Source: an optimization exercise on an open RTL-to-GDS flow (aim: small area and a short achievable clock period). Production flows keep margins and buffers that such runs may drop.
No functional check of the RTL was part of this run.
The flow treats the clock pin as an ideal source, which a real chip does not have.
Power is estimated from default activity; no workload was simulated.

===== flow/run.sh =====
#!/bin/bash
# Own layout flow: the standard ORFS flow (standard.sh, unchanged synthesis), with
#  - timing repair aimed below the design's period (SETUP_SLACK_MARGIN; the SDC is unchanged),
#  - port buffers of a normal buffer cell rather than the smallest one,
#  - after CTS, the clock port drives the tree's branch buffers directly, split in two (flow/flatten_clock_root.tcl).
# Each step's full log is kept by ORFS under orfs/logs/; make's own output goes to flow.log.
set -uo pipefail
here=$(pwd)
bash standard.sh SETUP_SLACK_MARGIN=7.45 "BUFFER_PORTS_ARGS=-buffer_cell sky130_fd_sc_hd__buf_2" \
  "POST_CTS_TCL=$here/flow/flatten_clock_root.tcl" finish > flow.log 2>&1

===== flow/flatten_clock_root.tcl =====
# POST_CTS hook. CTS builds root buffer -> branch buffers -> leaf buffers -> registers.
# 1. Drop the root buffer: the clock port then feeds the branch buffers directly.
set block [ord::get_db_block]
set clknet [$block findNet clk]

proc loads_of {net} {
  set l {}
  foreach it [$net getITerms] { if {[$it isInputSignal]} { lappend l $it } }
  return $l
}
proc out_net {inst} {
  foreach it [$inst getITerms] { if {[$it isOutputSignal]} { return [$it getNet] } }
  return ""
}

set roots [loads_of $clknet]
puts "clock hook: clock port feeds [llength $roots] cell(s)"
if {[llength $roots] == 1} {
  set root [[lindex $roots 0] getInst]
  set out [out_net $root]
  set loads [loads_of $out]
  if {[llength $loads] <= 4 && [llength $loads] > 0} {
    foreach it $loads {
      set pname "[[$it getInst] getName]/[[$it getMTerm] getName]"
      disconnect_pin [$out getName] $pname
      connect_pin clk $pname
    }
    set rname [$root getName]
    set oname [$out getName]
    delete_instance $rname
    delete_net $oname
    puts "clock hook: removed root $rname"
  }
}

set branches [loads_of $clknet]
set nsplit [expr {4 / max(1, [llength $branches])}]
if {[llength $branches] <= 2} {
  set k 0
  foreach bit $branches {
    set b [$bit getInst]
    set bnet [out_net $b]
    set leaves [loads_of $bnet]
    if {[llength $leaves] < 4} continue
    # split the leaves in two halves along the wider spread of their positions
    set pts {}
    foreach it $leaves {
      set li [$it getInst]
      set loc [$li getLocation]
      lappend pts [list $it [lindex $loc 0] [lindex $loc 1]]
    }
    set xs [lmap p $pts {lindex $p 1}]
    set ys [lmap p $pts {lindex $p 2}]
    set dx [expr {[tcl::mathfunc::max {*}$xs] - [tcl::mathfunc::min {*}$xs]}]
    set dy [expr {[tcl::mathfunc::max {*}$ys] - [tcl::mathfunc::min {*}$ys]}]
    set idx [expr {$dx >= $dy ? 1 : 2}]
    set pts [lsort -integer -index $idx $pts]
    set half [expr {[llength $pts] / 2}]
    set moved [lrange $pts $half end]
    set master [[$b getMaster] getName]
    set nname "clkhook_split_${k}"
    set netname "clkhook_net_${k}"
    incr k
    set newnet [odb::dbNet_create $block $netname]
    $newnet setSigType CLOCK
    set inst [odb::dbInst_create $block [[ord::get_db] findMaster $master] $nname]
    set sx 0; set sy 0
    foreach p $moved { set sx [expr {$sx + [lindex $p 1]}]; set sy [expr {$sy + [lindex $p 2]}] }
    set n [llength $moved]
    $inst setLocation [expr {$sx / $n}] [expr {$sy / $n}]
    $inst setPlacementStatus PLACED
    [$inst findITerm A] connect $clknet
    [$inst findITerm X] connect $newnet
    foreach p $moved {
      set it [lindex $p 0]
      $it disconnect
      $it connect $newnet
    }
    # move the original branch buffer to the centroid of the leaves it keeps
    set sx 0; set sy 0
    set kept [lrange $pts 0 [expr {$half - 1}]]
    foreach p $kept { set sx [expr {$sx + [lindex $p 1]}]; set sy [expr {$sy + [lindex $p 2]}] }
    set n [llength $kept]
    $b setLocation [expr {$sx / $n}] [expr {$sy / $n}]
    puts "clock hook: split [$b getName] ([llength $leaves] leaves) into two"
  }
  detailed_placement
  check_placement -verbose
}
estimate_parasitics -placement
report_clock_latency

===== standard.sh =====
#!/bin/bash
# synth_recipe.tcl (not shown) runs the flow's synth.tcl, then flattens the netlist and writes it again
# the make line also repeats each setting of config.mk as NAME=value (left out here)
make -C /OpenROAD-flow-scripts/flow DESIGN_CONFIG=/design/flow/config.mk WORK_HOME=/design/flow/orfs CLKGATE_MAP_FILE= SYNTH_SCRIPT=/design/flow/synth_recipe.tcl "${@:-finish}"

===== config.mk =====
export PLATFORM = sky130hd
export DESIGN_NAME = rrc_filter
export DESIGN_NICKNAME = rrc_filter
export VERILOG_FILES = /design/flow/design.v
export SDC_FILE = /design/flow/constraint.sdc
export NUM_CORES = 4
export LEC_CHECK = 0
export ABC_CLOCK_PERIOD_IN_PS = 800
export CAP_MARGIN = 20
export CORE_MARGIN = 2
export CORE_UTILIZATION = 70
export CTS_BUF_LIST = sky130_fd_sc_hd__clkbuf_16
export CTS_CLUSTER_DIAMETER = 80
export CTS_CLUSTER_SIZE = 30
export PLACE_DENSITY = 0.75
export SLEW_MARGIN = 20
export SYNTH_HIERARCHICAL = 1

===== constraint.sdc =====
create_clock -name core_clock -period 10.5 [get_ports {clk}]
set_input_delay 2.1000 -clock core_clock [delete_from_list [all_inputs] [get_ports {clk}]]
set_output_delay 2.1000 -clock core_clock [all_outputs]
set_load 0.01 [all_outputs]

===== design.v =====
module rrc_filter #(
	parameter WIDTH = 9
)(
	input logic clk,
	input logic rst,
	input logic signed [WIDTH-1:0] filter_in,
	output logic signed [WIDTH-1:0] filter_out
);
  logic [8:0] sr0, sr1, sr2, sr3, sr4, sr5, sr6, sr7, sr8, sr9, sr10, sr11, sr12, sr13, sr14, sr15, sr16, sr17, sr18, sr19, sr20, sr21, sr22, sr23, sr24, sr25, sr26, sr27;
  always_ff @(posedge clk or posedge rst) begin
    if (rst) begin
      sr0 <= 9'h000;
      sr1 <= 9'h000;
      sr2 <= 9'h000;
      sr3 <= 9'h000;
      sr4 <= 9'h000;
      sr5 <= 9'h000;
      sr6 <= 9'h000;
      sr7 <= 9'h000;
      sr8 <= 9'h000;
      sr9 <= 9'h000;
      sr10 <= 9'h000;
      sr11 <= 9'h000;
      sr12 <= 9'h000;
      sr13 <= 9'h000;
      sr14 <= 9'h000;
      sr15 <= 9'h000;
      sr16 <= 9'h000;
      sr17 <= 9'h000;
      sr18 <= 9'h000;
      sr19 <= 9'h000;
      sr20 <= 9'h000;
      sr21 <= 9'h000;
      sr22 <= 9'h000;
      sr23 <= 9'h000;
      sr24 <= 9'h000;
      sr25 <= 9'h000;
      sr26 <= 9'h000;
      sr27 <= 9'h000;
    end else begin
      sr0 <= filter_in;
      sr1 <= sr0;
      sr2 <= sr1;
      sr3 <= sr2;
      sr4 <= sr3;
      sr5 <= sr4;
      sr6 <= sr5;
      sr7 <= sr6;
      sr8 <= sr7;
      sr9 <= sr8;
      sr10 <= sr9;
      sr11 <= sr10;
      sr12 <= sr11;
      sr13 <= sr12;
      sr14 <= sr13;
      sr15 <= sr14;
      sr16 <= sr15;
      sr17 <= sr16;
      sr18 <= sr17;
      sr19 <= sr18;
      sr20 <= sr19;
      sr21 <= sr20;
      sr22 <= sr21;
      sr23 <= sr22;
      sr24 <= sr23;
      sr25 <= sr24;
      sr26 <= sr25;
      sr27 <= sr26;
    end
  end
  logic [9:0] t0;
  always_ff @(posedge clk or posedge rst) begin
    if (rst) t0 <= 10'd888;
    else t0 <= 10'd888 - {{1{filter_in[8]}}, filter_in};
  end
  logic [9:0] pv1;
  always_ff @(posedge clk or posedge rst) begin
    if (rst) pv1 <= 10'd0;
    else pv1 <= {sr10[8], sr10} + {sr14[8], sr14};
  end
  logic [9:0] pv2;
  always_ff @(posedge clk or posedge rst) begin
    if (rst) pv2 <= 10'd0;
    else pv2 <= {sr8[8], sr8} + {sr16[8], sr16};
  end
  logic [9:0] pv0;
  always_ff @(posedge clk or posedge rst) begin
    if (rst) pv0 <= 10'd0;
    else pv0 <= {sr12[8], sr12} + {sr14[8], sr14};
  end
  logic [22:0] cs3;
  logic [24:0] cs2;
  logic [35:0] cs1;
  wire s1, c2;
  rrc_fa u2 (.a(sr0[0]), .b(sr24[0]), .ci(sr27[0]), .s(s1), .co(c2));
  wire s3, c4;
  rrc_fa u4 (.a(sr1[0]), .b(sr6[0]), .ci(sr18[0]), .s(s3), .co(c4));
  wire s5, c6;
  rrc_fa u6 (.a(sr0[1]), .b(sr3[0]), .ci(sr24[1]), .s(s5), .co(c6));
  wire n7 = ~sr27[1];
  wire s8, c9;
  rrc_fa u9 (.a(sr23[0]), .b(sr26[1]), .ci(n7), .s(s8), .co(c9));
  wire n10 = ~s3;
  wire s11, c12;
  rrc_fa u12 (.a(c2), .b(s5), .ci(n10), .s(s11), .co(c12));
  wire s13, c14;
  rrc_fa u14 (.a(sr1[1]), .b(sr6[1]), .ci(sr18[1]), .s(s13), .co(c14));
  wire s15, c16;
  rrc_fa u16 (.a(sr0[2]), .b(sr3[1]), .ci(sr24[2]), .s(s15), .co(c16));
  wire n17 = ~sr27[2];
  wire s18, c19;
  rrc_fa u19 (.a(sr23[1]), .b(sr26[2]), .ci(n17), .s(s18), .co(c19));
  wire n20 = ~c6;
  wire s21, c22;
  rrc_fa u22 (.a(c4), .b(c9), .ci(n20), .s(s21), .co(c22));
  wire n23 = ~s15;
  wire s24, c25;
  rrc_fa u25 (.a(s13), .b(s18), .ci(n23), .s(s24), .co(c25));
  wire n26 = ~c12;
  wire s27, c28;
  rrc_fa u28 (.a(s21), .b(n26), .ci(s24), .s(s27), .co(c28));
  wire s29, c30;
  rrc_fa u30 (.a(sr1[2]), .b(sr6[2]), .ci(sr18[2]), .s(s29), .co(c30));
  wire s31, c32;
  rrc_fa u32 (.a(sr0[3]), .b(sr3[2]), .ci(sr6[0]), .s(s31), .co(c32));
  wire s33, c34;
  rrc_fa u34 (.a(sr18[0]), .b(sr24[3]), .ci(sr27[3]), .s(s33), .co(c34));
  wire s35, c36;
  rrc_fa u36 (.a(sr23[2]), .b(sr26[3]), .ci(c14), .s(s35), .co(c36));
  wire n37 = ~c16;
  wire s38, c39;
  rrc_fa u39 (.a(c19), .b(n37), .ci(s29), .s(s38), .co(c39));
  wire n40 = ~c22;
  wire s41, c42;
  rrc_fa u42 (.a(s31), .b(s33), .ci(n40), .s(s41), .co(c42));
  wire s43, c44;
  rrc_fa u44 (.a(s35), .b(c25), .ci(s38), .s(s43), .co(c44));
  wire n45 = ~s41;
  wire s46, c47;
  rrc_fa u47 (.a(c28), .b(n45), .ci(s43), .s(s46), .co(c47));
  wire s48, c49;
  rrc_fa u49 (.a(sr1[3]), .b(sr6[3]), .ci(sr18[3]), .s(s48), .co(c49));
  wire s50, c51;
  rrc_fa u51 (.a(sr0[4]), .b(sr3[3]), .ci(sr6[1]), .s(s50), .co(c51));
  wire s52, c53;
  rrc_fa u53 (.a(sr18[1]), .b(sr24[4]), .ci(sr27[4]), .s(s52), .co(c53));
  wire s54, c55;
  rrc_fa u55 (.a(sr23[3]), .b(sr26[4]), .ci(c30), .s(s54), .co(c55));
  wire s56, c57;
  rrc_fa u57 (.a(c32), .b(c34), .ci(s50), .s(s56), .co(c57));
  wire n58 = ~s52;
  wire s59, c60;
  rrc_fa u60 (.a(s48), .b(n58), .ci(c36), .s(s59), .co(c60));
  wire n61 = ~s56;
  wire s62, c63;
  rrc_fa u63 (.a(c39), .b(s54), .ci(n61), .s(s62), .co(c63));
  wire n64 = ~c42;
  wire s65, c66;
  rrc_fa u66 (.a(s59), .b(n64), .ci(c44), .s(s65), .co(c66));
  wire s67, c68;
  rrc_fa u68 (.a(s62), .b(c47), .ci(s65), .s(s67), .co(c68));
  wire s69, c70;
  rrc_fa u70 (.a(sr1[4]), .b(sr6[4]), .ci(sr18[4]), .s(s69), .co(c70));
  wire s71, c72;
  rrc_fa u72 (.a(sr0[5]), .b(sr3[4]), .ci(sr6[2]), .s(s71), .co(c72));
  wire s73, c74;
  rrc_fa u74 (.a(sr18[2]), .b(sr24[5]), .ci(sr27[5]), .s(s73), .co(c74));
  wire s75, c76;
  rrc_fa u76 (.a(sr23[4]), .b(sr26[5]), .ci(c49), .s(s75), .co(c76));
  wire s77, c78;
  rrc_fa u78 (.a(c51), .b(c53), .ci(s71), .s(s77), .co(c78));
  wire n79 = ~s73;
  wire s80, c81;
  rrc_fa u81 (.a(s69), .b(n79), .ci(c55), .s(s80), .co(c81));
  wire n82 = ~s75;
  wire s83, c84;
  rrc_fa u84 (.a(c57), .b(n82), .ci(s77), .s(s83), .co(c84));
  wire s85, c86;
  rrc_fa u86 (.a(c60), .b(s80), .ci(c63), .s(s85), .co(c86));
  wire n87 = ~s83;
  wire s88, c89;
  rrc_fa u89 (.a(n87), .b(c66), .ci(s85), .s(s88), .co(c89));
  wire s90, c91;
  rrc_fa u91 (.a(sr1[5]), .b(sr6[5]), .ci(sr18[5]), .s(s90), .co(c91));
  wire s92, c93;
  rrc_fa u93 (.a(sr0[6]), .b(sr3[5]), .ci(sr6[3]), .s(s92), .co(c93));
  wire s94, c95;
  rrc_fa u95 (.a(sr18[3]), .b(sr24[6]), .ci(sr27[6]), .s(s94), .co(c95));
  wire s96, c97;
  rrc_fa u97 (.a(sr23[5]), .b(sr26[6]), .ci(c70), .s(s96), .co(c97));
  wire s98, c99;
  rrc_fa u99 (.a(c72), .b(c74), .ci(s92), .s(s98), .co(c99));
  wire n100 = ~s94;
  wire s101, c102;
  rrc_fa u102 (.a(s90), .b(n100), .ci(c76), .s(s101), .co(c102));
  wire n103 = ~s96;
  wire s104, c105;
  rrc_fa u105 (.a(c78), .b(n103), .ci(s98), .s(s104), .co(c105));
  wire n106 = ~c84;
  wire s107, c108;
  rrc_fa u108 (.a(c81), .b(s101), .ci(n106), .s(s107), .co(c108));
  wire n109 = ~s104;
  wire s110, c111;
  rrc_fa u111 (.a(n109), .b(c86), .ci(s107), .s(s110), .co(c111));
  wire s112, c113;
  rrc_fa u113 (.a(sr1[6]), .b(sr6[6]), .ci(sr18[6]), .s(s112), .co(c113));
  wire s114, c115;
  rrc_fa u115 (.a(sr0[7]), .b(sr3[6]), .ci(sr6[4]), .s(s114), .co(c115));
  wire s116, c117;
  rrc_fa u117 (.a(sr18[4]), .b(sr24[7]), .ci(sr27[7]), .s(s116), .co(c117));
  wire s118, c119;
  rrc_fa u119 (.a(sr23[6]), .b(sr26[7]), .ci(c91), .s(s118), .co(c119));
  wire s120, c121;
  rrc_fa u121 (.a(c93), .b(c95), .ci(s114), .s(s120), .co(c121));
  wire n122 = ~s116;
  wire s123, c124;
  rrc_fa u124 (.a(s112), .b(n122), .ci(c97), .s(s123), .co(c124));
  wire n125 = ~s118;
  wire s126, c127;
  rrc_fa u127 (.a(c99), .b(n125), .ci(s120), .s(s126), .co(c127));
  wire n128 = ~c105;
  wire s129, c130;
  rrc_fa u130 (.a(c102), .b(s123), .ci(n128), .s(s129), .co(c130));
  wire n131 = ~s126;
  wire s132, c133;
  rrc_fa u133 (.a(n131), .b(c108), .ci(s129), .s(s132), .co(c133));
  wire s134, c135;
  rrc_fa u135 (.a(sr0[8]), .b(sr1[7]), .ci(sr6[7]), .s(s134), .co(c135));
  wire s136, c137;
  rrc_fa u137 (.a(sr18[7]), .b(sr23[7]), .ci(sr24[8]), .s(s136), .co(c137));
  wire s138, c139;
  rrc_fa u139 (.a(sr3[7]), .b(sr6[5]), .ci(sr18[5]), .s(s138), .co(c139));
  wire n140 = ~sr26[8];
  wire s141, c142;
  rrc_fa u142 (.a(sr27[8]), .b(n140), .ci(c113), .s(s141), .co(c142));
  wire s143, c144;
  rrc_fa u144 (.a(c115), .b(c117), .ci(s138), .s(s143), .co(c144));
  wire s145, c146;
  rrc_fa u146 (.a(s134), .b(s136), .ci(c119), .s(s145), .co(c146));
  wire n147 = ~s141;
  wire s148, c149;
  rrc_fa u149 (.a(c121), .b(n147), .ci(s143), .s(s148), .co(c149));
  wire n150 = ~c127;
  wire s151, c152;
  rrc_fa u152 (.a(c124), .b(s145), .ci(n150), .s(s151), .co(c152));
  wire n153 = ~s148;
  wire s154, c155;
  rrc_fa u155 (.a(n153), .b(c130), .ci(s151), .s(s154), .co(c155));
  wire s156, c157;
  rrc_fa u157 (.a(sr1[8]), .b(sr6[6]), .ci(sr6[8]), .s(s156), .co(c157));
  wire s158, c159;
  rrc_fa u159 (.a(sr18[6]), .b(sr18[8]), .ci(sr23[8]), .s(s158), .co(c159));
  wire s160, c161;
  rrc_fa u161 (.a(sr3[8]), .b(c135), .ci(c137), .s(s160), .co(c161));
  wire s162, c163;
  rrc_fa u163 (.a(c139), .b(s156), .ci(s158), .s(s162), .co(c163));
  wire n164 = ~c144;
  wire s165, c166;
  rrc_fa u166 (.a(c142), .b(s160), .ci(n164), .s(s165), .co(c166));
  wire n167 = ~c146;
  wire s168, c169;
  rrc_fa u169 (.a(s162), .b(n167), .ci(c149), .s(s168), .co(c169));
  wire n170 = ~s168;
  wire s171, c172;
  rrc_fa u172 (.a(s165), .b(c152), .ci(n170), .s(s171), .co(c172));
  wire s173, c174;
  rrc_fa u174 (.a(sr6[7]), .b(sr18[7]), .ci(c157), .s(s173), .co(c174));
  wire n175 = ~c161;
  wire s176, c177;
  rrc_fa u177 (.a(c159), .b(n175), .ci(s173), .s(s176), .co(c177));
  wire n178 = ~c166;
  wire s179, c180;
  rrc_fa u180 (.a(c163), .b(n178), .ci(s176), .s(s179), .co(c180));
  wire n181 = ~c174;
  wire s182, c183;
  rrc_fa u183 (.a(sr6[8]), .b(sr18[8]), .ci(n181), .s(s182), .co(c183));
  wire n184 = ~s182;
  wire s185, c186;
  rrc_fa u186 (.a(c177), .b(n184), .ci(c180), .s(s185), .co(c186));
  wire n187 = ~sr22[0];
  wire s188, c189;
  rrc_fa u189 (.a(pv1[0]), .b(pv2[0]), .ci(n187), .s(s188), .co(c189));
  wire n190 = ~cs3[3];
  wire s191, c192;
  rrc_fa u192 (.a(cs3[2]), .b(n190), .ci(s188), .s(s191), .co(c192));
  wire s193, c194;
  rrc_fa u194 (.a(cs3[4]), .b(sr10[0]), .ci(pv1[1]), .s(s193), .co(c194));
  wire n195 = ~sr22[1];
  wire s196, c197;
  rrc_fa u197 (.a(pv2[1]), .b(n195), .ci(c189), .s(s196), .co(c197));
  wire s198, c199;
  rrc_fa u199 (.a(s193), .b(c192), .ci(s196), .s(s198), .co(c199));
  wire s200, c201;
  rrc_fa u201 (.a(sr10[1]), .b(pv1[2]), .ci(pv2[0]), .s(s200), .co(c201));
  wire n202 = ~sr22[2];
  wire s203, c204;
  rrc_fa u204 (.a(pv2[2]), .b(n202), .ci(cs3[5]), .s(s203), .co(c204));
  wire s205, c206;
  rrc_fa u206 (.a(c194), .b(s200), .ci(s203), .s(s205), .co(c206));
  wire s207, c208;
  rrc_fa u208 (.a(c197), .b(s205), .ci(c199), .s(s207), .co(c208));
  wire s209, c210;
  rrc_fa u210 (.a(cs3[6]), .b(sr10[2]), .ci(pv1[3]), .s(s209), .co(c210));
  wire n211 = ~pv2[1];
  wire s212, c213;
  rrc_fa u213 (.a(sr22[3]), .b(pv1[0]), .ci(n211), .s(s212), .co(c213));
  wire s214, c215;
  rrc_fa u215 (.a(pv2[3]), .b(c201), .ci(s209), .s(s214), .co(c215));
  wire n216 = ~s212;
  wire s217, c218;
  rrc_fa u218 (.a(c204), .b(n216), .ci(s214), .s(s217), .co(c218));
  wire s219, c220;
  rrc_fa u220 (.a(c206), .b(s217), .ci(c208), .s(s219), .co(c220));
  wire s221, c222;
  rrc_fa u222 (.a(cs3[8]), .b(sr10[3]), .ci(pv1[4]), .s(s221), .co(c222));
  wire s223, c224;
  rrc_fa u224 (.a(sr10[0]), .b(sr22[4]), .ci(pv1[1]), .s(s223), .co(c224));
  wire s225, c226;
  rrc_fa u226 (.a(pv2[2]), .b(pv2[4]), .ci(cs3[7]), .s(s225), .co(c226));
  wire n227 = ~c213;
  wire s228, c229;
  rrc_fa u229 (.a(c210), .b(n227), .ci(s221), .s(s228), .co(c229));
  wire n230 = ~s223;
  wire s231, c232;
  rrc_fa u232 (.a(n230), .b(s225), .ci(c215), .s(s231), .co(c232));
  wire s233, c234;
  rrc_fa u234 (.a(s228), .b(c218), .ci(s231), .s(s233), .co(c234));
  wire s235, c236;
  rrc_fa u236 (.a(cs3[10]), .b(sr10[4]), .ci(pv1[5]), .s(s235), .co(c236));
  wire s237, c238;
  rrc_fa u238 (.a(sr10[1]), .b(sr22[5]), .ci(pv1[2]), .s(s237), .co(c238));
  wire s239, c240;
  rrc_fa u240 (.a(pv2[3]), .b(pv2[5]), .ci(cs3[9]), .s(s239), .co(c240));
  wire n241 = ~c224;
  wire s242, c243;
  rrc_fa u243 (.a(c222), .b(n241), .ci(s235), .s(s242), .co(c243));
  wire n244 = ~s237;
  wire s245, c246;
  rrc_fa u246 (.a(c226), .b(n244), .ci(s239), .s(s245), .co(c246));
  wire s247, c248;
  rrc_fa u248 (.a(c229), .b(s242), .ci(s245), .s(s247), .co(c248));
  wire s249, c250;
  rrc_fa u250 (.a(c232), .b(s247), .ci(c234), .s(s249), .co(c250));
  wire s251, c252;
  rrc_fa u252 (.a(cs3[11]), .b(sr10[5]), .ci(pv1[6]), .s(s251), .co(c252));
  wire s253, c254;
  rrc_fa u254 (.a(sr10[2]), .b(sr22[6]), .ci(pv1[3]), .s(s253), .co(c254));
  wire s255, c256;
  rrc_fa u256 (.a(pv2[4]), .b(pv2[6]), .ci(cs3[12]), .s(s255), .co(c256));
  wire n257 = ~c238;
  wire s258, c259;
  rrc_fa u259 (.a(c236), .b(n257), .ci(s251), .s(s258), .co(c259));
  wire n260 = ~s253;
  wire s261, c262;
  rrc_fa u262 (.a(c240), .b(n260), .ci(s255), .s(s261), .co(c262));
  wire s263, c264;
  rrc_fa u264 (.a(c243), .b(s258), .ci(c246), .s(s263), .co(c264));
  wire s265, c266;
  rrc_fa u266 (.a(s261), .b(c248), .ci(s263), .s(s265), .co(c266));
  wire s267, c268;
  rrc_fa u268 (.a(cs3[13]), .b(sr10[6]), .ci(pv1[7]), .s(s267), .co(c268));
  wire s269, c270;
  rrc_fa u270 (.a(sr10[3]), .b(sr22[7]), .ci(pv1[4]), .s(s269), .co(c270));
  wire s271, c272;
  rrc_fa u272 (.a(pv2[5]), .b(pv2[7]), .ci(cs3[14]), .s(s271), .co(c272));
  wire n273 = ~c254;
  wire s274, c275;
  rrc_fa u275 (.a(c252), .b(n273), .ci(s267), .s(s274), .co(c275));
  wire n276 = ~s269;
  wire s277, c278;
  rrc_fa u278 (.a(c256), .b(n276), .ci(s271), .s(s277), .co(c278));
  wire s279, c280;
  rrc_fa u280 (.a(c259), .b(s274), .ci(c262), .s(s279), .co(c280));
  wire s281, c282;
  rrc_fa u282 (.a(s277), .b(c264), .ci(s279), .s(s281), .co(c282));
  wire s283, c284;
  rrc_fa u284 (.a(sr10[7]), .b(sr22[8]), .ci(pv1[8]), .s(s283), .co(c284));
  wire n285 = ~pv2[6];
  wire s286, c287;
  rrc_fa u287 (.a(sr10[4]), .b(pv1[5]), .ci(n285), .s(s286), .co(c287));
  wire s288, c289;
  rrc_fa u289 (.a(pv2[8]), .b(cs3[15]), .ci(cs3[16]), .s(s288), .co(c289));
  wire n290 = ~c270;
  wire s291, c292;
  rrc_fa u292 (.a(c268), .b(n290), .ci(s283), .s(s291), .co(c292));
  wire n293 = ~s286;
  wire s294, c295;
  rrc_fa u295 (.a(c272), .b(n293), .ci(s288), .s(s294), .co(c295));
  wire s296, c297;
  rrc_fa u297 (.a(c275), .b(s291), .ci(c278), .s(s296), .co(c297));
  wire s298, c299;
  rrc_fa u299 (.a(s294), .b(c280), .ci(s296), .s(s298), .co(c299));
  wire s300, c301;
  rrc_fa u301 (.a(cs3[17]), .b(cs3[18]), .ci(sr10[5]), .s(s300), .co(c301));
  wire s302, c303;
  rrc_fa u303 (.a(sr10[8]), .b(pv1[6]), .ci(pv1[9]), .s(s302), .co(c303));
  wire n304 = ~pv2[9];
  wire s305, c306;
  rrc_fa u306 (.a(cs3[19]), .b(pv2[7]), .ci(n304), .s(s305), .co(c306));
  wire n307 = ~c284;
  wire s308, c309;
  rrc_fa u309 (.a(c287), .b(n307), .ci(s300), .s(s308), .co(c309));
  wire n310 = ~s302;
  wire s311, c312;
  rrc_fa u312 (.a(s305), .b(c289), .ci(n310), .s(s311), .co(c312));
  wire s313, c314;
  rrc_fa u314 (.a(c292), .b(c295), .ci(s311), .s(s313), .co(c314));
  wire n315 = ~s308;
  wire s316, c317;
  rrc_fa u317 (.a(n315), .b(c297), .ci(s313), .s(s316), .co(c317));
  wire n318 = ~pv2[8];
  wire s319, c320;
  rrc_fa u320 (.a(sr10[6]), .b(pv1[7]), .ci(n318), .s(s319), .co(c320));
  wire s321, c322;
  rrc_fa u322 (.a(cs3[20]), .b(c301), .ci(c303), .s(s321), .co(c322));
  wire n323 = ~c306;
  wire s324, c325;
  rrc_fa u325 (.a(n323), .b(s319), .ci(c309), .s(s324), .co(c325));
  wire n326 = ~c312;
  wire s327, c328;
  rrc_fa u328 (.a(s321), .b(n326), .ci(s324), .s(s327), .co(c328));
  wire s329, c330;
  rrc_fa u330 (.a(cs3[22]), .b(sr10[7]), .ci(pv1[8]), .s(s329), .co(c330));
  wire n331 = ~cs3[21];
  wire s332, c333;
  rrc_fa u333 (.a(pv2[9]), .b(n331), .ci(c320), .s(s332), .co(c333));
  wire s334, c335;
  rrc_fa u335 (.a(s329), .b(c322), .ci(s332), .s(s334), .co(c335));
  wire s336, c337;
  rrc_fa u337 (.a(c325), .b(s334), .ci(c328), .s(s336), .co(c337));
  wire n338 = ~c330;
  wire s339, c340;
  rrc_fa u340 (.a(sr10[8]), .b(pv1[9]), .ci(n338), .s(s339), .co(c340));
  wire n341 = ~s339;
  wire s342, c343;
  rrc_fa u343 (.a(c333), .b(n341), .ci(c335), .s(s342), .co(c343));
  wire n344 = ~cs2[1];
  wire s345, c346;
  rrc_fa u346 (.a(cs2[0]), .b(sr0[0]), .ci(n344), .s(s345), .co(c346));
  wire s347, c348;
  rrc_fa u348 (.a(cs2[2]), .b(sr0[1]), .ci(sr6[0]), .s(s347), .co(c348));
  wire n349 = ~pv0[1];
  wire s350, c351;
  rrc_fa u351 (.a(sr22[0]), .b(n349), .ci(c346), .s(s350), .co(c351));
  wire s352, c353;
  rrc_fa u353 (.a(cs2[3]), .b(sr0[2]), .ci(sr6[1]), .s(s352), .co(c353));
  wire s354, c355;
  rrc_fa u355 (.a(sr14[0]), .b(sr17[0]), .ci(sr22[1]), .s(s354), .co(c355));
  wire n356 = ~pv0[2];
  wire s357, c358;
  rrc_fa u358 (.a(n356), .b(c348), .ci(s352), .s(s357), .co(c358));
  wire s359, c360;
  rrc_fa u360 (.a(s354), .b(c351), .ci(s357), .s(s359), .co(c360));
  wire s361, c362;
  rrc_fa u362 (.a(cs2[4]), .b(sr0[3]), .ci(sr6[2]), .s(s361), .co(c362));
  wire s363, c364;
  rrc_fa u364 (.a(sr9[0]), .b(sr14[1]), .ci(sr17[1]), .s(s363), .co(c364));
  wire n365 = ~pv0[3];
  wire s366, c367;
  rrc_fa u367 (.a(sr19[0]), .b(sr22[2]), .ci(n365), .s(s366), .co(c367));
  wire s368, c369;
  rrc_fa u369 (.a(c353), .b(c355), .ci(s361), .s(s368), .co(c369));
  wire s370, c371;
  rrc_fa u371 (.a(s363), .b(s366), .ci(c358), .s(s370), .co(c371));
  wire s372, c373;
  rrc_fa u373 (.a(s368), .b(c360), .ci(s370), .s(s372), .co(c373));
  wire s374, c375;
  rrc_fa u375 (.a(sr0[4]), .b(sr6[3]), .ci(sr9[1]), .s(s374), .co(c375));
  wire s376, c377;
  rrc_fa u377 (.a(sr14[2]), .b(sr17[2]), .ci(sr19[1]), .s(s376), .co(c377));
  wire n378 = ~sr22[3];
  wire s379, c380;
  rrc_fa u380 (.a(pv0[0]), .b(pv0[4]), .ci(n378), .s(s379), .co(c380));
  wire s381, c382;
  rrc_fa u382 (.a(cs2[5]), .b(c362), .ci(c364), .s(s381), .co(c382));
  wire s383, c384;
  rrc_fa u384 (.a(c367), .b(s374), .ci(s376), .s(s383), .co(c384));
  wire n385 = ~s379;
  wire s386, c387;
  rrc_fa u387 (.a(n385), .b(c369), .ci(s381), .s(s386), .co(c387));
  wire s388, c389;
  rrc_fa u389 (.a(s383), .b(c371), .ci(s386), .s(s388), .co(c389));
  wire s390, c391;
  rrc_fa u391 (.a(cs2[6]), .b(cs2[7]), .ci(sr0[5]), .s(s390), .co(c391));
  wire s392, c393;
  rrc_fa u393 (.a(sr6[4]), .b(sr9[2]), .ci(sr14[3]), .s(s392), .co(c393));
  wire s394, c395;
  rrc_fa u395 (.a(sr17[3]), .b(sr19[2]), .ci(sr22[4]), .s(s394), .co(c395));
  wire s396, c397;
  rrc_fa u397 (.a(sr17[0]), .b(pv0[1]), .ci(pv0[5]), .s(s396), .co(c397));
  wire n398 = ~c380;
  wire s399, c400;
  rrc_fa u400 (.a(c375), .b(c377), .ci(n398), .s(s399), .co(c400));
  wire s401, c402;
  rrc_fa u402 (.a(s390), .b(s392), .ci(s394), .s(s401), .co(c402));
  wire n403 = ~s396;
  wire s404, c405;
  rrc_fa u405 (.a(n403), .b(c382), .ci(c384), .s(s404), .co(c405));
  wire s406, c407;
  rrc_fa u407 (.a(s399), .b(s401), .ci(c387), .s(s406), .co(c407));
  wire s408, c409;
  rrc_fa u409 (.a(s404), .b(c389), .ci(s406), .s(s408), .co(c409));
  wire s410, c411;
  rrc_fa u411 (.a(sr0[6]), .b(sr6[5]), .ci(sr9[3]), .s(s410), .co(c411));
  wire s412, c413;
  rrc_fa u413 (.a(sr14[0]), .b(sr14[4]), .ci(sr17[4]), .s(s412), .co(c413));
  wire s414, c415;
  rrc_fa u415 (.a(sr17[1]), .b(pv0[2]), .ci(pv0[6]), .s(s414), .co(c415));
  wire s416, c417;
  rrc_fa u417 (.a(sr19[3]), .b(sr22[5]), .ci(cs2[8]), .s(s416), .co(c417));
  wire s418, c419;
  rrc_fa u419 (.a(c391), .b(c393), .ci(c395), .s(s418), .co(c419));
  wire n420 = ~c397;
  wire s421, c422;
  rrc_fa u422 (.a(n420), .b(s410), .ci(s412), .s(s421), .co(c422));
  wire n423 = ~s414;
  wire s424, c425;
  rrc_fa u425 (.a(n423), .b(s416), .ci(c400), .s(s424), .co(c425));
  wire s426, c427;
  rrc_fa u427 (.a(c402), .b(s418), .ci(s421), .s(s426), .co(c427));
  wire s428, c429;
  rrc_fa u429 (.a(c405), .b(s424), .ci(s426), .s(s428), .co(c429));
  wire s430, c431;
  rrc_fa u431 (.a(cs2[9]), .b(sr0[7]), .ci(sr6[6]), .s(s430), .co(c431));
  wire s432, c433;
  rrc_fa u433 (.a(sr9[4]), .b(sr14[0]), .ci(sr14[1]), .s(s432), .co(c433));
  wire s434, c435;
  rrc_fa u435 (.a(sr14[5]), .b(sr17[5]), .ci(sr19[4]), .s(s434), .co(c435));
  wire s436, c437;
  rrc_fa u437 (.a(sr17[2]), .b(pv0[3]), .ci(pv0[7]), .s(s436), .co(c437));
  wire s438, c439;
  rrc_fa u439 (.a(sr22[6]), .b(pv0[0]), .ci(cs2[10]), .s(s438), .co(c439));
  wire n440 = ~c415;
  wire s441, c442;
  rrc_fa u442 (.a(c411), .b(c413), .ci(n440), .s(s441), .co(c442));
  wire s443, c444;
  rrc_fa u444 (.a(s430), .b(s432), .ci(s434), .s(s443), .co(c444));
  wire n445 = ~s436;
  wire s446, c447;
  rrc_fa u447 (.a(c417), .b(n445), .ci(s438), .s(s446), .co(c447));
  wire s448, c449;
  rrc_fa u449 (.a(c419), .b(c422), .ci(s441), .s(s448), .co(c449));
  wire s450, c451;
  rrc_fa u451 (.a(s443), .b(s446), .ci(c425), .s(s450), .co(c451));
  wire s452, c453;
  rrc_fa u453 (.a(c427), .b(s448), .ci(s450), .s(s452), .co(c453));
  wire s454, c455;
  rrc_fa u455 (.a(cs2[12]), .b(sr6[7]), .ci(sr9[5]), .s(s454), .co(c455));
  wire s456, c457;
  rrc_fa u457 (.a(sr14[1]), .b(sr14[2]), .ci(sr14[6]), .s(s456), .co(c457));
  wire s458, c459;
  rrc_fa u459 (.a(sr17[6]), .b(sr19[5]), .ci(sr22[7]), .s(s458), .co(c459));
  wire s460, c461;
  rrc_fa u461 (.a(sr0[8]), .b(sr17[3]), .ci(pv0[4]), .s(s460), .co(c461));
  wire n462 = ~pv0[8];
  wire s463, c464;
  rrc_fa u464 (.a(pv0[1]), .b(n462), .ci(cs2[11]), .s(s463), .co(c464));
  wire s465, c466;
  rrc_fa u466 (.a(c431), .b(c433), .ci(c435), .s(s465), .co(c466));
  wire s467, c468;
  rrc_fa u468 (.a(s454), .b(s456), .ci(s458), .s(s467), .co(c468));
  wire n469 = ~c439;
  wire s470, c471;
  rrc_fa u471 (.a(c437), .b(s460), .ci(n469), .s(s470), .co(c471));
  wire s472, c473;
  rrc_fa u473 (.a(s463), .b(c442), .ci(c444), .s(s472), .co(c473));
  wire s474, c475;
  rrc_fa u475 (.a(s465), .b(c447), .ci(s467), .s(s474), .co(c475));
  wire n476 = ~s470;
  wire s477, c478;
  rrc_fa u478 (.a(n476), .b(c449), .ci(s472), .s(s477), .co(c478));
  wire s479, c480;
  rrc_fa u480 (.a(s474), .b(c451), .ci(s477), .s(s479), .co(c480));
  wire s481, c482;
  rrc_fa u482 (.a(sr9[6]), .b(sr14[2]), .ci(sr14[3]), .s(s481), .co(c482));
  wire s483, c484;
  rrc_fa u484 (.a(sr14[7]), .b(sr17[7]), .ci(sr19[6]), .s(s483), .co(c484));
  wire s485, c486;
  rrc_fa u486 (.a(sr6[8]), .b(sr17[4]), .ci(sr22[8]), .s(s485), .co(c486));
  wire n487 = ~pv0[5];
  wire s488, c489;
  rrc_fa u489 (.a(pv0[2]), .b(pv0[9]), .ci(n487), .s(s488), .co(c489));
  wire s490, c491;
  rrc_fa u491 (.a(cs2[13]), .b(cs2[14]), .ci(c455), .s(s490), .co(c491));
  wire n492 = ~c461;
  wire s493, c494;
  rrc_fa u494 (.a(c457), .b(c459), .ci(n492), .s(s493), .co(c494));
  wire s495, c496;
  rrc_fa u496 (.a(s481), .b(s483), .ci(c464), .s(s495), .co(c496));
  wire n497 = ~s485;
  wire s498, c499;
  rrc_fa u499 (.a(s488), .b(n497), .ci(c466), .s(s498), .co(c499));
  wire s500, c501;
  rrc_fa u501 (.a(s490), .b(c468), .ci(s493), .s(s500), .co(c501));
  wire n502 = ~c471;
  wire s503, c504;
  rrc_fa u504 (.a(s495), .b(n502), .ci(c473), .s(s503), .co(c504));
  wire s505, c506;
  rrc_fa u506 (.a(s498), .b(c475), .ci(s500), .s(s505), .co(c506));
  wire s507, c508;
  rrc_fa u508 (.a(cs2[15]), .b(cs2[16]), .ci(sr9[7]), .s(s507), .co(c508));
  wire s509, c510;
  rrc_fa u510 (.a(sr14[3]), .b(sr14[4]), .ci(sr19[7]), .s(s509), .co(c510));
  wire s511, c512;
  rrc_fa u512 (.a(sr14[8]), .b(sr17[5]), .ci(sr17[8]), .s(s511), .co(c512));
  wire n513 = ~pv0[6];
  wire s514, c515;
  rrc_fa u515 (.a(pv0[3]), .b(n513), .ci(c482), .s(s514), .co(c515));
  wire n516 = ~c486;
  wire s517, c518;
  rrc_fa u518 (.a(c484), .b(c489), .ci(n516), .s(s517), .co(c518));
  wire n519 = ~s511;
  wire s520, c521;
  rrc_fa u521 (.a(s507), .b(s509), .ci(n519), .s(s520), .co(c521));
  wire s522, c523;
  rrc_fa u523 (.a(c491), .b(c494), .ci(s514), .s(s522), .co(c523));
  wire s524, c525;
  rrc_fa u525 (.a(c496), .b(s517), .ci(s520), .s(s524), .co(c525));
  wire s526, c527;
  rrc_fa u527 (.a(c499), .b(c501), .ci(s522), .s(s526), .co(c527));
  wire s528, c529;
  rrc_fa u529 (.a(s524), .b(c504), .ci(c506), .s(s528), .co(c529));
  wire s530, c531;
  rrc_fa u531 (.a(cs2[17]), .b(cs2[19]), .ci(sr14[4]), .s(s530), .co(c531));
  wire s532, c533;
  rrc_fa u533 (.a(cs2[18]), .b(sr9[8]), .ci(sr17[6]), .s(s532), .co(c533));
  wire n534 = ~sr19[8];
  wire s535, c536;
  rrc_fa u536 (.a(sr14[5]), .b(pv0[4]), .ci(n534), .s(s535), .co(c536));
  wire n537 = ~pv0[7];
  wire s538, c539;
  rrc_fa u539 (.a(n537), .b(c508), .ci(c510), .s(s538), .co(c539));
  wire n540 = ~s530;
  wire s541, c542;
  rrc_fa u542 (.a(c512), .b(s532), .ci(n540), .s(s541), .co(c542));
  wire s543, c544;
  rrc_fa u544 (.a(s535), .b(c515), .ci(c518), .s(s543), .co(c544));
  wire n545 = ~s541;
  wire s546, c547;
  rrc_fa u547 (.a(s538), .b(c521), .ci(n545), .s(s546), .co(c547));
  wire s548, c549;
  rrc_fa u549 (.a(c523), .b(s543), .ci(c525), .s(s548), .co(c549));
  wire s550, c551;
  rrc_fa u551 (.a(s546), .b(c527), .ci(s548), .s(s550), .co(c551));
  wire s552, c553;
  rrc_fa u553 (.a(sr14[5]), .b(sr14[6]), .ci(pv0[5]), .s(s552), .co(c553));
  wire s554, c555;
  rrc_fa u555 (.a(cs2[20]), .b(sr17[7]), .ci(pv0[8]), .s(s554), .co(c555));
  wire n556 = ~c533;
  wire s557, c558;
  rrc_fa u558 (.a(c531), .b(c536), .ci(n556), .s(s557), .co(c558));
  wire n559 = ~s554;
  wire s560, c561;
  rrc_fa u561 (.a(s552), .b(n559), .ci(c539), .s(s560), .co(c561));
  wire n562 = ~c542;
  wire s563, c564;
  rrc_fa u564 (.a(s557), .b(n562), .ci(c544), .s(s563), .co(c564));
  wire s565, c566;
  rrc_fa u566 (.a(s560), .b(c547), .ci(s563), .s(s565), .co(c566));
  wire s567, c568;
  rrc_fa u568 (.a(sr14[6]), .b(sr14[7]), .ci(sr17[8]), .s(s567), .co(c568));
  wire n569 = ~cs2[22];
  wire s570, c571;
  rrc_fa u571 (.a(pv0[6]), .b(pv0[9]), .ci(n569), .s(s570), .co(c571));
  wire n572 = ~c553;
  wire s573, c574;
  rrc_fa u574 (.a(cs2[21]), .b(c555), .ci(n572), .s(s573), .co(c574));
  wire s575, c576;
  rrc_fa u576 (.a(s567), .b(s570), .ci(c558), .s(s575), .co(c576));
  wire n577 = ~s573;
  wire s578, c579;
  rrc_fa u579 (.a(n577), .b(c561), .ci(s575), .s(s578), .co(c579));
  wire s580, c581;
  rrc_fa u581 (.a(cs2[23]), .b(sr14[7]), .ci(pv0[7]), .s(s580), .co(c581));
  wire n582 = ~c568;
  wire s583, c584;
  rrc_fa u584 (.a(cs2[24]), .b(sr14[8]), .ci(n582), .s(s583), .co(c584));
  wire n585 = ~c574;
  wire s586, c587;
  rrc_fa u587 (.a(c571), .b(s580), .ci(n585), .s(s586), .co(c587));
  wire n588 = ~s583;
  wire s589, c590;
  rrc_fa u590 (.a(n588), .b(c576), .ci(s586), .s(s589), .co(c590));
  wire n591 = ~sr14[8];
  wire s592, c593;
  rrc_fa u593 (.a(pv0[8]), .b(n591), .ci(c581), .s(s592), .co(c593));
  wire n594 = ~c584;
  wire s595, c596;
  rrc_fa u596 (.a(s592), .b(n594), .ci(c587), .s(s595), .co(c596));
  wire n597 = ~pv0[9];
  wire s598, c599;
  rrc_fa u599 (.a(n597), .b(c593), .ci(c596), .s(s598), .co(c599));
  wire n600 = ~cs1[0];
  wire n601 = ~t0[9];
  wire s602, c603;
  rrc_ha u603 (.a(cs1[16]), .b(cs1[19]), .s(s602), .co(c603));
  wire s604, c605;
  rrc_ha u605 (.a(cs1[9]), .b(cs1[10]), .s(s604), .co(c605));
  wire s606, c607;
  rrc_ha u607 (.a(cs1[13]), .b(t0[7]), .s(s606), .co(c607));
  wire s608, c609;
  rrc_ha u609 (.a(cs1[14]), .b(cs1[15]), .s(s608), .co(c609));
  wire s610, c611;
  rrc_fa u611 (.a(cs1[17]), .b(cs1[18]), .ci(n601), .s(s610), .co(c611));
  wire s612, c613;
  rrc_fa1 u613 (.a(cs1[20]), .b(cs1[21]), .s(s612), .co(c613));
  wire n614 = ~cs1[29];
  wire n615 = ~cs1[30];
  wire s616, c617;
  rrc_ha u617 (.a(t0[0]), .b(n600), .s(s616), .co(c617));
  wire s618, c619;
  rrc_fa u619 (.a(cs1[2]), .b(t0[1]), .ci(cs1[3]), .s(s618), .co(c619));
  wire s620, c621;
  rrc_ha u621 (.a(t0[2]), .b(cs1[4]), .s(s620), .co(c621));
  wire s622, c623;
  rrc_ha u623 (.a(cs1[5]), .b(t0[3]), .s(s622), .co(c623));
  wire s624, c625;
  rrc_fa u625 (.a(cs1[6]), .b(cs1[7]), .ci(t0[4]), .s(s624), .co(c625));
  wire s626, c627;
  rrc_ha u627 (.a(cs1[8]), .b(t0[5]), .s(s626), .co(c627));
  wire s628, c629;
  rrc_fa u629 (.a(cs1[11]), .b(t0[6]), .ci(s604), .s(s628), .co(c629));
  wire s630, c631;
  rrc_fa u631 (.a(cs1[12]), .b(c605), .ci(s606), .s(s630), .co(c631));
  wire s632, c633;
  rrc_fa u633 (.a(t0[8]), .b(c607), .ci(s608), .s(s632), .co(c633));
  wire s634, c635;
  rrc_fa u635 (.a(s602), .b(c609), .ci(s610), .s(s634), .co(c635));
  wire s636, c637;
  rrc_fa u637 (.a(c603), .b(s612), .ci(c611), .s(s636), .co(c637));
  wire s638, c639;
  rrc_fa u639 (.a(cs1[22]), .b(cs1[23]), .ci(c613), .s(s638), .co(c639));
  wire s640, c641;
  rrc_fa u641 (.a(cs1[24]), .b(cs1[25]), .ci(cs1[26]), .s(s640), .co(c641));
  wire s642, c643;
  rrc_fa u643 (.a(n614), .b(cs1[27]), .ci(cs1[28]), .s(s642), .co(c643));
  wire s644, c645;
  rrc_fa u645 (.a(cs1[29]), .b(n615), .ci(cs1[31]), .s(s644), .co(c645));
  wire s646, c647;
  rrc_fa u647 (.a(cs1[32]), .b(cs1[33]), .ci(cs1[30]), .s(s646), .co(c647));
  wire n648 = ~cs1[34];
  always_ff @(posedge clk or posedge rst) begin
    if (rst) cs3 <= 23'b00100011101001010101100;
    else cs3 <= {c186, c183, s185, c172, s179, c169, s171, c155, s154, c133, s132, c111, s110, c89, s88, c68, s67, s46, s27, s11, s8, s1, sr26[0]};
  end
  always_ff @(posedge clk or posedge rst) begin
    if (rst) cs2 <= 25'b0001011000101001010110000;
    else cs2 <= {c343, c340, s342, c337, s336, c317, s327, c314, s316, c299, s298, c282, s281, c266, s265, c250, s249, s233, c220, s219, s207, s198, s191, cs3[1], cs3[0]};
  end
  always_ff @(posedge clk or posedge rst) begin
    if (rst) cs1 <= 36'b100001001111000110101011001111011010;
    else cs1 <= {c599, s598, s595, c590, s589, c579, c566, s578, c564, c551, s565, c549, s550, c529, s528, s526, c480, s505, s503, c478, s479, c453, s452, c429, c409, s428, c407, s408, s388, c373, s372, s359, s350, s347, s345, pv0[0]};
  end
  wire [18:0] fa_ = {1'b1, cs1[35], n648, s646, s644, s642, s640, s638, s636, s634, s632, s630, s628, s626, s624, s622, s620, s618, cs1[1]};
  wire [18:0] fb_ = {1'b0, cs1[34], c647, c645, c643, c641, c639, c637, c635, c633, c631, c629, c627, c625, c623, c621, c619, c617, s616};
  wire [18:0] sum_ = fa_ + fb_;
  wire ovf_ = (sum_[18] != sum_[16]) || (sum_[17] != sum_[16]);
  wire [8:0] y_ = ovf_ ? (sum_[18] ? 9'h100 : 9'h0ff) : sum_[16:8];
  always_ff @(posedge clk or posedge rst) begin
    if (rst) filter_out <= 9'd0;
    else filter_out <= y_;
  end
endmodule
module rrc_fa (input logic a, input logic b, input logic ci, output logic s, output logic co);
  assign s = a ^ b ^ ci;
  assign co = (a & b) | (a & ci) | (b & ci);
endmodule
module rrc_carry8 (input logic [7:0] a, input logic [7:0] b, output logic co);
  wire [8:0] t = {1'b0, a} + {1'b0, b};
  assign co = t[8];
endmodule
module rrc_hsat (input logic [10:0] a, input logic [10:0] b, input logic ci, output logic [8:0] y);
  wire [11:0] t2 = {a, ci} + {b, ci};
  wire [10:0] t = t2[11:1];
  wire ovf = (t[10] != t[8]) || (t[9] != t[8]);
  assign y = ovf ? (t[10] ? 9'h100 : 9'h0ff) : t[8:0];
endmodule
module rrc_fa1 (input logic a, input logic b, output logic s, output logic co);
  assign s = ~(a ^ b);
  assign co = a | b;
endmodule
module rrc_ha (input logic a, input logic b, output logic s, output logic co);
  assign s = a ^ b;
  assign co = a & b;
endmodule

==> notes.md <==
==> kinds of logic after synthesis <==
group	share of synthesized area (%)
AO/OA/AOI/OAI	3.734
flip-flops	55.21
buffers and inverters	3.103
XOR/XNOR	2.057
multiplexers	0.1290
AND/OR/NAND/NOR	1.390
adder cells (fa/ha/maj)	34.37
==> path summary, 6_finish.rpt <==
path | depth (start not counted) | endpoint | startpoint
max | 11 | filter_out[2] | t0[9]
min reg2reg | 0 | sr3[7] | sr2[7]
min | 0 | sr3[7] | sr2[7]
min in group asynchronous | 3 | cs3[13] | rst
max in group asynchronous | 4 | cs2[9] | rst
max reg2reg | 11 | filter_out[2] | t0[9]
==> layout make-up, without the clock buffers <==
class / count / area share (%)
Clock inverter: 12 / 0.5431
Buffer: 2 / 0.2649
Tap cell: 324 / 2.146
Timing Repair Buffer: 45 / 1.841
Multi-Input combinational cell: 503 / 39.20
Inverter: 134 / 2.682
Sequential cell: 383 / 51.21
==> metrics by stage <==
stage / worst slack (ns) / hold WS (ns) / util (%) / total power [uW]
finish: 7.246 / 0.3317 / 77.45 / 6533
global route: 7.158 / 0.3536 / 77.45 / 7086
detailed placement: 6.437 / 0.3347 / 73.73 / 5408
global placement: 6.510 / 0.3311 / 73.73 / 5239
floorplan: 3.288 / 0.3312 / - / 4568
==> routing by layer <==
metal	global-route usage, %	vias to the layer above
met5	0	-
met4	6.516	0
met3	2.886	31
met2	45.92	146
met1	40.71	4341
li1	-	3288
==> synthesized netlist by cell type (2+ instances only) <==
master	count
nand2_1	17
dfrtp_1	339
a21o_1	8
a21oi_1	38
xor2_1	17
mux2_2	2
nor2b_1	2
o21ai_0	10
nor2_1	7
o21ai_1	10
fa_1	266
nand2b_1	3
inv_1	133
a211oi_1	3
ha_1	54
dfstp_2	44
nand3_1	7
a21oi_4	3
buf_6	3
nand4_1	3
o211ai_1	2
a21oi_2	2
o21bai_1	7
xnor2_1	19
==> flip-flops by register name, summed over array words and instances (netlist names), 10 cells and up <==
name	cells
cs1	36
cs2	25
cs3	22
pv0	10
pv1	10
pv2	10
==> power by group <==
part | internal (uW) | total, uW | switching (uW)
Combinational | 1670 | 3690 | 2010
Sequential | 1860 | 2060 | 191
Clock | 350 | 791 | 441
Total | 3890 | 6530 | 2640
==> Yosys stat by module, one instance, submodules excluded <==
module      cell area (um^2)  flip-flops and latches  copies in the design  cells
rrc_fa                 20.02                       0                   263      1
rrc_fa1                27.53                       0                     1      5
rrc_filter             12070                     383                     1    748
rrc_ha                 12.51                       0                     8      1
==> notes.md <==
Hold path:
- The tightest min-delay check is of the reg2reg type.

Floorplan:
- For this design the top-level I/O count stands at 20.
- The floorplan step defined a die boundary enclosing between 20,000 and 30,000 um^2.
- The area of the core region is around 24,000 um^2.
- The vertical extent of the die is between 150 and 200 um.
- The number of cell rows is 57.
- The die width is about 160 um.
- The initial core utilization is a little under three quarters.

Synth:
- A synthesized cell averages around 17 um^2.
- The flip-flop cell with the highest count after synthesis is dfrtp_1.
- The number of distinct library cells after synthesis is just under 50.
- The post-synthesis instance area is approximately 17,000 um^2.
- Of all cell types, the one taking the most synthesized area is dfrtp_1.
- Of the synthesized area, sequential elements account for between 50% and 60%.
- Of the post-synthesis cell area, the dominant cell type holds between 40 and 50%.
- The count of synthesis-stage warnings from yosys is 7.
- For this run, asynchronously set or reset flops after synthesis account for 100.0%.
- Ranked by total cell area, the synthesized netlist is headed by dfrtp_1, fa_1, dfstp_2.
- The post-synthesis register bit count is about 380.
- The number of enable flip-flop cells after synthesis is 0.
- In the synthesized netlist, the number of instances is 1,024.
- The synthesized net count is between 1,000 and 1,500.

Timing:
- The max-slew headroom at the worst pin is approximately 45%.
- In the final timing run, aggregate negative setup slack is 0 ns.
- The portion of the clock cycle consumed by the worst path in the final layout is 30.99%.
- The final count of pins violating max slew came to 0.
- The shortest period the worst path allows is between 3 and 4 ns.
- The total of endpoints with negative setup slack in the final report is 0.
- The hold violation count in the final report is 0.
- Setup repair after global routing could not meet its margin everywhere.
- The top achievable clock speed is 307.3 MHz.
- The clock arrives with ~0.044 ns of skew.
- The worst-margin pin slew is approximately 0.8 ns.

Placement:
- The area of placed instances is between 15,000 and 20,000 um^2.
- The number of placed instances, taps included, is about 1,400.
- Buffers placed on the I/O ports in this run total 19.
- The congestion estimate from routability-driven global placement came to between 0.8 and 0.9.
- The estimated wirelength of the detail-placed design is around 25 mm.

Worst setup path:
- In this design, the largest share of critical-path delay is due to adder cells.
- The critical path is of the reg2reg type.
- In this run the worst path has a maximum fanout of 7.
- STA classifies the critical path startpoint as a flop.
- STA classifies the critical path endpoint as a flop.
- The combined buffer and inverter count along the critical path is 1.
- In this design, the stage delay of the slowest critical-path cell is 0.55 ns.
- The slowest stage of the critical path belongs to the cell fa_1.
- Walking the worst path, the cells encountered are inv_2 -> fa_1 -> fa_1 -> ha_4 -> nand4_1 -> o221ai_2 -> a21oi_4 -> a31oi_4 -> a311o_4 -> a21oi_4 -> o21ai_1.
- The required arrival time at the worst endpoint is 10.71 ns.
- Data on the critical path arrives at its endpoint at roughly 3.5 ns.
- The worst reg-to-reg setup slack is 7.25 ns.

Route:
- The count of nets left with antenna violations once routing finished came out at 0.
- The ratio of routed vias to standard cells is roughly 5.5.
- The first routing iteration left approximately 610 violations.
- The routed layout has 7,806 vias.
- The aggregate routed wire length is 32.78 mm.
- In the final routing, the length of wire on met1 measures between 10 and 15 mm.
- The first detailed-routing pass took 4 iterations.
- The routed design uses approximately 1.2 mm of met3 wire.
- The number of remaining DRC errors is 0.
- Summed over all nets, wire length on met2 after detailed routing comes to approximately 17 mm.
- The uppermost layer routed is met4.
- The wire length per cell after detailed routing is 23.10 um.

Finish:
- In the layout the commonest cells are dfrtp_1, fa_1, inv_1, ha_1, dfstp_2.
- The final instance count without filler cells is 1,419.
- 0 antenna diodes ended up in the layout.
- The final-stage net count is between 1,000 and 1,500.
- The finished cells cover about 19,000 um^2.
- In the final layout, flip-flops and latches occupy approximately 9700 um^2.
- The area of the multi-input gates is 7405 um^2.
- The most common library cell in the layout ignoring fill and taps is dfrtp_1.
- The share of final-layout standard cells stronger than drive strength 1 is 16.53%.
- Compared with the post-synthesis result, the final layout area differs by 8.206%.
- After filler insertion, the fill cell instance count of the layout stands at ~1,400.

GRT:
- The initial antenna violation count came to 2.
- The aggregate global routing overflow is 0.
- The number of global-route vias before repair is 9,064.
- The global-route usage over all layers is a little over a quarter.
- The first-pass GRT wire length is approximately 52 mm.
- Entering global routing, the biggest net connects 164 pins.

Clock tree:
- The clock latency on the worst-skew pair is about 0.34 ns.
- Clock tree synthesis found a total of 383 sinks.
- Clock-pin slew was measured on the worst setup and hold paths at around 0.1 ns.
- TritonCTS built the clock tree.

Pwr:
- In this run the power density over the cells is around 350 nW/um^2.
- VDD sags by at most 0.0004363 V.
- The leakage power summed over all cells is between 0.008 and 0.009 uW.

Flow run:
- The max-cap check violation count is 0.

Run status:
- The run finished with no timing, DRC or antenna violations.

port drivers added, routing unchanged:
In the flow no input, the clock included, has a driving cell. The finished layout below was timed again as built, in two steps.
Step 1 sets driving cells, clkbuf_16 on the clock port and buf_2 on the other inputs (assumed; they add their load-dependent delay and slew).
Step 2 times the ports against the registers' clock, not the clock port: input delays grow and output delays shrink by t, the midpoint of the rising clock arrivals with the driver on.
a / b / c = ideal / step 1 / step 2; a / b = the first two.
t, ns: 0.430
setup slack, ns: 7.246 / 7.246 / 7.190
worst setup path at the end: input to register
slew at the worst register clock pin (ns): 0.12 / 0.12
After both steps setup and hold are still met in this run. The setup slack of this run moves by 0.000 ns with the drivers and by -0.056 ns with both steps.
